This is an optimization exercise on Yosys and OpenROAD, whose aim is small area and a short achievable clock period, not a production implementation. Function was checked by simulation only, so behaviour that the tests miss may differ from the original. Power figures rest on the tool's default switching activity, not on a simulated workload.

## v20
## sysarray_flat
module sysarray_flat (
    input  wire         clk,
    input  wire         rst,
    input  wire         clr,
    input  wire [23:0]  a_left,
    input  wire [23:0]  b_top,
    output wire [161:0] acc_out
);
Size in the first run: ~2500 cells after synthesis, ~260 flip-flops, ~210 I/O pins, roughly 0.026 mm² of cells after synthesis.
Settings: LEC_CHECK=0, CAP_MARGIN=20, CORE_MARGIN=2, CORE_UTILIZATION=40, CTS_BUF_LIST=sky130_fd_sc_hd__clkbuf_4 sky130_fd_sc_hd__clkbuf_8, SETUP_SLACK_MARGIN=0.7, SLEW_MARGIN=20, SYNTH_HIERARCHICAL=1, SYNTH_MINIMUM_KEEP_SIZE=0; clock period 5.0 ns.
standard.sh (not shown) runs the stock make flow with config.mk's settings and CLKGATE_MAP_FILE= SYNTH_SCRIPT=/design/flow/synth_recipe.tcl, a recipe that flattens the netlist after the stock synthesis.
==> flow/flow/run.sh <==
#!/bin/bash
# The standard layout, with every port buffered by the smallest buffer
# (sky130_fd_sc_hd__buf_1) rather than the cell buffer_ports picks by itself;
# repair_design and repair_timing resize them afterwards where needed.
set -euo pipefail
export BUFFER_PORTS_ARGS="-buffer_cell sky130_fd_sc_hd__buf_1"
bash standard.sh > standard.log 2>&1
v20 | stages: all done | timing, DRC, antenna: all pass
Input changes introduced in v37 (baseline for comparison: v20):
Settings: ABC_AREA: unset -> 1; SETUP_SLACK_MARGIN: 0.7 -> 1.0.
### Flow results
- [v37 vs v20] routed metal-1 wirelength: higher in v37
- The final layout from v37, which completed every stage, passed the timing, DRC and antenna checks at the end of the flow.
- Clock power share on v37 is up relative to v20.
- Total number of multi-input combinational cells (v37 over v20): increase, 12%
- | number of antenna violations at the first check in global routing | v37 vs v20 | 1 higher |
- In terms of initial cell density of the core, v37 and v20 differ only marginally.
- v37 has number of cell rows above what v20 had.
## Diff of input files: v17 against v37
Settings: changing SETUP_SLACK_MARGIN from 1.0 to 1.3; removing ABC_AREA (formerly 1).
### Flow results
Every stage of the flow completed for v17, and the final layout passed the timing, DRC and antenna checks.
v17 — fraction of power consumed by the clock network 3.0 points lower, v37 as reference
Going from v37 to v17, the buffer count from post-CTS setup fixing was found to have gone up by 55.
[diff] reported clock group power, v17 relative to v37: improvement
Worst slack at placement was higher in the run labelled v37.
NOTE: via count in v17 falls short of that of v37
v17: final worst slack lower than v37
Relative to v37, non-clock buffer count in the final layout has increased by 83 in v17.
In the metrics for v17 and v37, the one carrying the higher portion of the post-synthesis area used by sequential elements is v17.
Relative to v37, area of the core decreased by 8.3% in v17.
[diff] routed wire length, v17 relative to v37: improvement
v17 ended up with sky130_fd_sc_hd__and2_1 as its most common cell after layout, fill and taps aside; v37 ended up with sky130_fd_sc_hd__inv_1.
Relative to v17, the following input files were edited for v39:
Settings: setting CTS_CLUSTER_SIZE to 16 for the first time; setting CTS_CLUSTER_DIAMETER to 60 for the first time; changing SETUP_SLACK_MARGIN from 1.3 to 1.0.
Results
In the reports for v17 and v39, the smaller per-cell via count in the routed design belongs to v17.
v17 → v39: multi-input logic area went down by 4.7%; via count went down by 2.5%; minimum setup slack among reg-to-reg paths went down by 0.07 ns; final critical path time including I/O delays and setup went up by 0.012 ns.
Number of nets in the layout went down by a few percent going from v17 to v39.
Summary of v39 over v17: overall routed net length went down 1600 µm, final non-filler cell area went down 7.5%, peak fanout along the critical path went up 2, post-layout instance count excluding filler cells went down 3.1%, met3 usage went down 0.49 points.
Inputs modified between v39 and v1:
Settings: CTS_CLUSTER_SIZE: 16 -> unset; CTS_CLUSTER_DIAMETER: 60 -> unset.
Notes after the runs:
Changes observed in v1 relative to v39: pin slew with the least headroom to its limit ~0 delta; post-layout instance count excluding filler cells climbed about 0.64%; first-pass GRT wire length grew by 380 µm.
Relative to v39, total CTS buffers has increased by 29% in v1.
Comparing the two runs side by side, v1 comes out ahead of v39 on smallest setup slack after layout.
On global-route usage, v1 and v39 are neck and neck.
From v1 to v39, maximum level of the CTS H-tree did not move at all.
The sequential group power on v1 is in line with that on v39.

[what the ideal ports hide]
How much do the figures lean on ideal ports? The routed layouts below were timed once more, with nothing changed but the port constraints. Step 1, drivers: a clkbuf_16 drives clk and a buf_2 each remaining input, both assumed. Step 2, shift: input delay + t, output delay - t, t = (earliest + latest rising clock arrival at the registers) / 2. This alone moves slack from input paths to output paths. Three values: no drivers, after step 1, after step 2; two values: the first two.
| run | t, ns | setup WS [ns] | latest minus earliest clock arrival (ns) | cell pins on the clock port's net |
|---|---|---|---|---|
| v20 | 0.684 | 0.816 / 0.847 / 0.163 | 0.037 / 0.037 | 1 |
| v37 | 0.730 | 1.129 / 1.103 / 0.373 | 0.046 / 0.045 | 1 |
| v17 | 0.697 | 1.074 / 1.110 / 0.413 | 0.028 / 0.028 | 1 |
| v39 | 0.680 | 1.062 / 1.076 / 0.396 | 0.040 / 0.039 | 1 |
| v1 | 0.707 | 1.094 / 1.114 / 0.407 | 0.056 / 0.056 | 1 |
After both steps every run listed still meets setup and hold. The setup slack of v37, which loses most, moves by -0.026 ns with the drivers and by -0.756 ns with both steps.
